Source: an optimization exercise on an open RTL-to-GDS flow (aim: small area). Production flows keep margins and buffers that such runs may drop.
At most, simulation tests tie the RTL to the original design; equivalence was not proved.

==> run R <==
==> flow/design.v <==
module mtx_arb #(
    parameter int N = 32
) (
    input wire clk,
    input wire rstn,
    input wire upd,
    input  wire [N-1:0] req,
    output wire [N-1:0] gnt
);
    localparam int W  = 5;    
    localparam int S  = 4;    
    localparam int G  = 8;    
    reg  [W-1:0] rank [N];
    reg  [S-1:0] bhd  [N];    
    wire [N-1:0] gw;          
    wire [G-1:0] gany;        
    wire [W-1:0] wr [G];      
    wire [G-1:0] gwin;        
    localparam int P = G / 2;   
    wire [P-1:0] podd;        
    wire [P-1:0] pany;        
    wire [W-1:0] pr [P];      
    wire [P-1:0] pwin;        
    wire [W-1:0] gr;          
    wire [N-1:0] mv;
    genvar k, b, g, h, p;
    generate
        for (k = 0; k < N; ++k) begin : gen_gw
            localparam int KG = k / S;
            localparam int KS = k % S;
            wire [S-1:0] ahd;
            for (b = 0; b < S; ++b) begin : gen_a
                if (b > KS) begin : g_hi
                    assign ahd[b] = bhd[k][b];
                end else if (b < KS) begin : g_lo
                    assign ahd[b] = ~bhd[KG*S+b][KS];
                end else begin : g_dg
                    assign ahd[b] = 1'b0;
                end
            end
            assign gw[k] = req[k] & ~(|(req[KG*S +: S] & ahd));
        end
        for (g = 0; g < G; ++g) begin : gen_grp
            assign gany[g] = |req[g*S +: S];
            for (b = 0; b < W; ++b) begin : gen_wr
                wire [S-1:0] t;
                for (k = 0; k < S; ++k) begin : gen_t
                    assign t[k] = gw[g*S+k] & rank[g*S+k][b];
                end
                assign wr[g][b] = |t;
            end
        end
        for (p = 0; p < P; ++p) begin : gen_pair
            wire [W:0] cy;
            assign cy[0] = 1'b0;
            for (b = 0; b < W; ++b) begin : gen_cmp
                assign cy[b+1] = (wr[2*p][b] & ~wr[2*p+1][b]) | (wr[2*p][b] & cy[b]) | (~wr[2*p+1][b] & cy[b]);
            end
            assign podd[p] = gany[2*p+1] & (~gany[2*p] | cy[W]);
            assign pany[p] = gany[2*p] | gany[2*p+1];
            assign pr[p] = podd[p] ? wr[2*p+1] : wr[2*p];
        end
        for (p = 0; p < P; ++p) begin : gen_win
            wire [P-1:0] beats;
            for (h = 0; h < P; ++h) begin : gen_h
                if (h == p) begin : g_same
                    assign beats[h] = pany[p];
                end else begin : g_other
                    wire [W:0] cy;
                    assign cy[0] = 1'b0;
                    for (b = 0; b < W; ++b) begin : gen_cmp
                        assign cy[b+1] = (pr[h][b] & ~pr[p][b]) | (pr[h][b] & cy[b]) | (~pr[p][b] & cy[b]);
                    end
                    assign beats[h] = ~pany[h] | cy[W];
                end
            end
            assign pwin[p] = &beats;
            assign gwin[2*p]   = pwin[p] & ~podd[p];
            assign gwin[2*p+1] = pwin[p] & podd[p];
        end
        for (b = 0; b < W; ++b) begin : gen_gr
            wire [G-1:0] t;
            for (g = 0; g < G; ++g) begin : gen_t
                assign t[g] = gwin[g] & wr[g][b];
            end
            assign gr[b] = |t;
        end
        for (k = 0; k < N; ++k) begin : gen_gnt
            assign gnt[k] = gw[k] & gwin[k/S];
            assign mv[k]  = upd & gnt[k];
        end
    endgenerate
    wire step = upd & (|req);
    generate
        for (k = 0; k < N; ++k) begin : gen_rank
            wire [W:0] cy;
            assign cy[0] = 1'b0;
            for (b = 0; b < W; ++b) begin : gen_cmp
                assign cy[b+1] = (rank[k][b] & ~gr[b]) | (rank[k][b] & cy[b]) | (~gr[b] & cy[b]);
            end
            wire dec = step & cy[W];
            wire [W:0] bw;
            wire [W-1:0] nxt;
            assign bw[0] = dec;
            for (b = 0; b < W; ++b) begin : gen_b
                assign bw[b+1] = bw[b] & ~rank[k][b];
                assign nxt[b] = mv[k] | (rank[k][b] ^ bw[b]);
            end
            always @(posedge clk or negedge rstn) begin
                if (~rstn) rank[k] <= W'(k);
                else rank[k] <= nxt;
            end
            for (b = k % S + 1; b < S; ++b) begin : gen_m
                always @(posedge clk or negedge rstn) begin
                    if (~rstn) bhd[k][b] <= 1'b0;
                    else bhd[k][b] <= mv[k] | (bhd[k][b] & ~mv[(k/S)*S+b]);
                end
            end
        end
    endgenerate
endmodule
==> flow/run.sh <==
#!/bin/bash
# synth_recipe.tcl (not shown) runs the flow's synth.tcl, then flattens the netlist and writes it again
# the make line also repeats each setting of config.mk as NAME=value (left out here)
make -C /OpenROAD-flow-scripts/flow DESIGN_CONFIG=/design/flow/config.mk WORK_HOME=/design/flow/orfs CLKGATE_MAP_FILE= SYNTH_SCRIPT=/design/flow/synth_recipe.tcl finish
==> flow/config.mk <==
export PLATFORM = sky130hd
export DESIGN_NAME = mtx_arb
export DESIGN_NICKNAME = mtx_arb
export VERILOG_FILES = /design/flow/design.v
export SDC_FILE = /design/flow/constraint.sdc
export NUM_CORES = 4
export LEC_CHECK = 0
export CAP_MARGIN = 20
export CORE_MARGIN = 2
export CORE_UTILIZATION = 35
export GPL_TIMING_DRIVEN = 0
export SLEW_MARGIN = 20
==> flow/constraint.sdc <==
create_clock -name core_clock -period 6.0 [get_ports {clk}]
set_input_delay 1.2000 -clock core_clock [delete_from_list [all_inputs] [get_ports {clk}]]
set_output_delay 1.2000 -clock core_clock [all_outputs]
set_load 0.01 [all_outputs]
==> run G (differences from run R) <==
==> flow/design.v, changed modules only <==
module mtx_arb #(
    parameter int N = 32
) (
    input wire clk,
    input wire rstn,
    input wire upd,
    input  wire [N-1:0] req,
    output wire [N-1:0] gnt
);
    localparam int W  = 5;    
    localparam int S  = 8;    
    localparam int G  = 4;    
    reg  [W-1:0] rank [N];
    reg  [S-1:0] bhd  [N];    
    wire [N-1:0] gw;          
    wire [G-1:0] gany;        
    wire [W-1:0] wr [G];      
    wire [G-1:0] gwin;        
    wire [W-1:0] gr;          
    wire [N-1:0] mv;
    genvar k, b, g, h;
    generate
        for (k = 0; k < N; ++k) begin : gen_gw
            localparam int KG = k / S;
            localparam int KS = k % S;
            wire [S-1:0] ahd;
            for (b = 0; b < S; ++b) begin : gen_a
                if (b > KS) begin : g_hi
                    assign ahd[b] = bhd[k][b];
                end else if (b < KS) begin : g_lo
                    assign ahd[b] = ~bhd[KG*S+b][KS];
                end else begin : g_dg
                    assign ahd[b] = 1'b0;
                end
            end
            assign gw[k] = req[k] & ~(|(req[KG*S +: S] & ahd));
        end
        for (g = 0; g < G; ++g) begin : gen_grp
            assign gany[g] = |req[g*S +: S];
            for (b = 0; b < W; ++b) begin : gen_wr
                wire [S-1:0] t;
                for (k = 0; k < S; ++k) begin : gen_t
                    assign t[k] = gw[g*S+k] & rank[g*S+k][b];
                end
                assign wr[g][b] = |t;
            end
        end
        for (g = 0; g < G; ++g) begin : gen_win
            wire [G-1:0] beats;
            for (h = 0; h < G; ++h) begin : gen_h
                if (h == g) begin : g_same
                    assign beats[h] = gany[g];
                end else begin : g_other
                    wire [W:0] cy;
                    assign cy[0] = 1'b0;
                    for (b = 0; b < W; ++b) begin : gen_cmp
                        assign cy[b+1] = (wr[h][b] & ~wr[g][b]) | (wr[h][b] & cy[b]) | (~wr[g][b] & cy[b]);
                    end
                    assign beats[h] = ~gany[h] | cy[W];
                end
            end
            assign gwin[g] = &beats;
        end
        for (b = 0; b < W; ++b) begin : gen_gr
            wire [G-1:0] t;
            for (g = 0; g < G; ++g) begin : gen_t
                assign t[g] = gwin[g] & wr[g][b];
            end
            assign gr[b] = |t;
        end
        for (k = 0; k < N; ++k) begin : gen_gnt
            assign gnt[k] = gw[k] & gwin[k/S];
            assign mv[k]  = upd & gnt[k];
        end
    endgenerate
    wire step = upd & (|req);
    generate
        for (k = 0; k < N; ++k) begin : gen_rank
            wire [W:0] cy;
            assign cy[0] = 1'b0;
            for (b = 0; b < W; ++b) begin : gen_cmp
                assign cy[b+1] = (rank[k][b] & ~gr[b]) | (rank[k][b] & cy[b]) | (~gr[b] & cy[b]);
            end
            wire dec = step & cy[W];
            wire [W:0] bw;
            wire [W-1:0] nxt;
            assign bw[0] = dec;
            for (b = 0; b < W; ++b) begin : gen_b
                assign bw[b+1] = bw[b] & ~rank[k][b];
                assign nxt[b] = mv[k] | (rank[k][b] ^ bw[b]);
            end
            always @(posedge clk or negedge rstn) begin
                if (~rstn) rank[k] <= W'(k);
                else rank[k] <= nxt;
            end
            for (b = k % S + 1; b < S; ++b) begin : gen_m
                always @(posedge clk or negedge rstn) begin
                    if (~rstn) bhd[k][b] <= 1'b0;
                    else bhd[k][b] <= mv[k] | (bhd[k][b] & ~mv[(k/S)*S+b]);
                end
            end
        end
    endgenerate
endmodule
--- a/flow/config.mk
+++ b/flow/config.mk
@@ -9,4 +9,7 @@
 export CORE_MARGIN = 2
 export CORE_UTILIZATION = 35
+export CTS_BUF_LIST = sky130_fd_sc_hd__clkbuf_4 sky130_fd_sc_hd__clkbuf_8
+export CTS_CLUSTER_SIZE = 30
 export GPL_TIMING_DRIVEN = 0
+export SETUP_SLACK_MARGIN = 0.1
 export SLEW_MARGIN = 20
==> comparison table <==
quantity                                                               run R         run G
Outcome                                                      failed layout checks  no timing/DRC/antenna violations
Violated checks                                         negative setup slack             -
Met1 Routed Length                                                  26200 um      25600 um
Buffers on Ports                                                          60            52
Highest clock rate                                                   152 MHz       172 MHz
Inverter count of the layout excluding clock inverters                   138           168
Count of clock buffers in the final design                                42            78
Cell area after synthesis                                       0.0161 sq mm  0.0169 sq mm
HPWL after detailed placement                                       41500 um      41800 um
Multiplexer share of the synthesized area                             0.132%            0%
Post-synth top area share                                              19.9%         28.5%
Pin slew with the least headroom to its limit                        1.16 ns      0.940 ns
Total inserted antenna cells                                               0             1
Simple-gate share of the synthesized area                              27.2%         22.8%
Fin crit share                                                          109%         97.0%
Final clock skew                                                   0.0120 ns     0.0230 ns
Path class of the lowest-slack min-delay path                        reg2reg      in2async
Global routing usage on met1                                           34.3%         32.6%
Wire length on met3                                                  5330 um       5650 um
Number of cells on the worst reg-to-reg path                              27            23
Arrival time at the worst endpoint                                   6.99 ns       4.62 ns
The RTL of run R was laid out without a check of its function.

-- port drivers added, routing unchanged --
How much do the figures lean on ideal ports? The routed layouts below were timed once more, with nothing changed but the port constraints. Step 1 assumes that a clkbuf_16 drives the clock port and a buf_2 every other input. Step 2, shift: input delay + t, output delay - t, t = (earliest + latest rising clock arrival at the registers) / 2. This alone moves slack from input paths to output paths. Slacks: no drivers / after step 1 / after step 2; pairs: no drivers / after step 1.
| run | t, ns | slack for setup (ns) | cell pins on the clock port's net |
|---|---|---|---|
| run R | 0.617 | -0.561 / -0.534 / -1.151 | 1 |
| run G | 0.678 | 0.180 / 0.157 / -0.456 | 1 |
Met with ideal ports but missed after step 2: setup timing in run G. The setup slack of run G, which loses most, moves by -0.023 ns with the drivers and by -0.636 ns with both steps.
